Context: an optimization exercise on an open-source flow, tuned for small area, a short achievable clock period and few clock cycles per item. The choices shown serve that exercise and are no tape-out recipe. Only simulation tests tie the RTL to the original design; equivalence was not proved.

// lms_core
module lms_core #(
    parameter WIDTH = 16,
    parameter FRAC  = 8
)(
    input wire clk,
    input wire rst,
    input wire start,
    input wire signed [WIDTH-1:0] x_in,
    input wire signed [WIDTH-1:0] d_in,
    output wire signed [WIDTH-1:0] y_out,
    output wire signed [WIDTH-1:0] e_out,
    output reg done
);
Size in the first run: ~68 I/O pins.
make LEC_CHECK=0 CAP_MARGIN=20 CORE_MARGIN=2 CORE_UTILIZATION=40 SETUP_SLACK_MARGIN=3.0 SLEW_MARGIN=20 SYNTH_HIERARCHICAL=1 SYNTH_MINIMUM_KEEP_SIZE=0 finish   # period 8.0 ns
run.sh (not shown) runs the stock make flow with config.mk's settings and CLKGATE_MAP_FILE= SYNTH_SCRIPT=/design/flow/synth_recipe.tcl, a recipe that flattens the netlist after the stock synthesis.
Testbench counts at the start, summed over its fixed seeds: cycles 6,144, items 2,048.
==> next run, changes <==
- CORE_UTILIZATION: 40 -> 55
- CTS_BUF_LIST: not set -> sky130_fd_sc_hd__clkbuf_4 sky130_fd_sc_hd__clkbuf_8
- SETUP_SLACK_MARGIN: 3.0 -> 2.75
After rerunning: Setup slack gets better by 0.049 ns. Core utilization climbs by 15 points. Cell area drops by 4.3%. Flip-flop and latch count is unchanged.
==> next run, changes <==
- CORE_UTILIZATION: 55 -> 50
- TNS_END_PERCENT: not set -> 10
The changed run passed the timing, design-rule and antenna checks.
First-iteration DRC count shrinks by a little under a tenth.
Routed wire length is lower slightly.
Synthesized cell count stays the same.
==> next run, changes <==
- ABC_AREA: not set -> 1
- CORE_UTILIZATION: 50 -> 55
Sequential share of layout area shrinks by 0.45 points.
Flip-flop and latch count does not change.
Global-route usage grows by 5.1 points.
First-iteration DRC count grows by about 40%.
Wire length grows by about 11%.
Die area shrinks by 4.8%.
Via count grows by about 25%.
==> next run, changes <==
- ABC_AREA: 1 -> not set
- PLACE_DENSITY: not set -> 0.7
=>
- setup slack gets worse by 0.27 ns
- cell count shrinks by 27%
- routed wire length shrinks by 13%
- count of clock-buffer cells in the layout shrinks by 15
- sequential share of layout area grows by 0.47 points
- synthesized cell count shrinks by about 30%
- critical path depth grows by 2
- worst hold slack gets better by 0.037 ns
==> next run, changes <==
- PLACE_DENSITY: 0.7 -> not set
After rerunning: Wire length came out higher by 5.5%. Synthesized area does not change. Critical path depth stays the same. Clock skew came out lower by 0.022 ns.

========
v19:
Another version of the RTL of lms_core (not shown whole).
Size: about 5,400 cells after synthesis, ~420 flip-flops, ~68 I/O pins, ~53,000 um^2 of cells after synthesis.
==> flow/config.mk <==
export PLATFORM = sky130hd
export DESIGN_NAME = lms_core
export DESIGN_NICKNAME = lms_core
export VERILOG_FILES = /design/flow/design.v
export SDC_FILE = /design/flow/constraint.sdc
export NUM_CORES = 4
export LEC_CHECK = 0
export CAP_MARGIN = 20
export CORE_MARGIN = 2
export CORE_UTILIZATION = 55
export CTS_BUF_LIST = sky130_fd_sc_hd__clkbuf_4 sky130_fd_sc_hd__clkbuf_8
export SETUP_SLACK_MARGIN = 2.75
export SLEW_MARGIN = 20
export SYNTH_HIERARCHICAL = 1
export SYNTH_MINIMUM_KEEP_SIZE = 0
==> flow/constraint.sdc <==
create_clock -name core_clock -period 8.0 [get_ports {clk}]
set_input_delay 1.6000 -clock core_clock [delete_from_list [all_inputs] [get_ports {clk}]]
set_output_delay 1.6000 -clock core_clock [all_outputs]
set_load 0.01 [all_outputs]
Testbench counts of v19, summed over its fixed seeds: cycles 6,144, items 2,048.
The following lists how v43 was set up differently from v19:
diff --git a/flow/config.mk b/flow/config.mk
--- a/flow/config.mk
+++ b/flow/config.mk
@@ -9,5 +9,4 @@
 export CORE_MARGIN = 2
-export CORE_UTILIZATION = 55
-export CTS_BUF_LIST = sky130_fd_sc_hd__clkbuf_4 sky130_fd_sc_hd__clkbuf_8
-export SETUP_SLACK_MARGIN = 2.75
+export CORE_UTILIZATION = 40
+export SETUP_SLACK_MARGIN = 4.0
 export SLEW_MARGIN = 20
Final instance area: v43 vs v19 up 4400 um^2
Flop-to-flop setup slack: v43 and v19 compared, lower one is v19
Summary of v43 over v19: initial cell density of the core fell by 15 points, area after detailed placement now larger, final cell count has increased.
NOTE placeable core area v19->v43 increased by more than a quarter
Source-to-sink clock delay at the later pin of the worst-skew pair is lower on v43
v43 — share of the core filled with cells in the final layout 13 points lower, v19 as reference
The upper clock frequency limit reported for v43 is greater than that of v19 by 4.5 MHz.
What v12 does differently from v43 at the input level:
diff --git a/flow/config.mk b/flow/config.mk
--- a/flow/config.mk
+++ b/flow/config.mk
@@ -10,3 +10,3 @@
 export CORE_UTILIZATION = 40
-export SETUP_SLACK_MARGIN = 4.0
+export SETUP_SLACK_MARGIN = 3.0
 export SLEW_MARGIN = 20
==> comparison <==
- For v12 and v43, there was not a single run that failed to finish clean.
- As far as compound-gate portion of the synthesized area goes, v12 and v43 are indistinguishable; the numbers are identical.
- Row combined global-route utilization of all metal layers: v12 lower / v43 higher
- [compare] base=v43 new=v12: met3 track utilization from global routing decreased 0.80 points; number of placed instances, taps included now larger; area share of buffers outside the clock network fell by 1.0 points.
- Cell area | v12 vs v43 | v12 smaller
- Compare v12 and v43 | routed wire length higher: v43
- Looking at number of cells in the finished layout apart from fillers, v12 sits 78 lower than v43 does.

==> afterwards: timing with drivers on the ports <==
The flow's constraints put no driver on any port. The routed layouts listed below were extracted and timed again, unchanged, in two steps.
Step 1 assumes that a clkbuf_16 drives the clock port and a buf_2 every other input.
Step 2 adds t to the input delays and takes it off the output delays; t is the mean of the earliest and latest rising clock arrival at the registers after step 1. Input paths then give back, and output paths get back, about the clock's delay inside the block.
a / b / c = ideal / step 1 / step 2; a / b = the first two.
run | shift t [ns] | slack for setup (ns) | cell pins on the clock port's net
the first run of note 1 | 0.738 | 2.617 / 2.617 / 2.617 | 1
the second run of note 1 | 0.821 | 2.666 / 2.666 / 2.666 | 1
the third run of note 1 | 0.833 | 2.637 / 2.637 / 2.637 | 1
the fourth run of note 1 | 0.832 | 2.682 / 2.682 / 2.682 | 1
the fifth run of note 1 | 0.798 | 2.407 / 2.407 / 2.407 | 1
the sixth run of note 1 | 0.827 | 2.597 / 2.574 / 2.597 | 1
v19 | 0.803 | 2.514 / 2.514 / 2.514 | 1
v43 | 0.731 | 2.646 / 2.646 / 2.646 | 1
v12 | 0.742 | 2.557 / 2.557 / 2.557 | 1
After both steps every run listed still meets setup and hold.
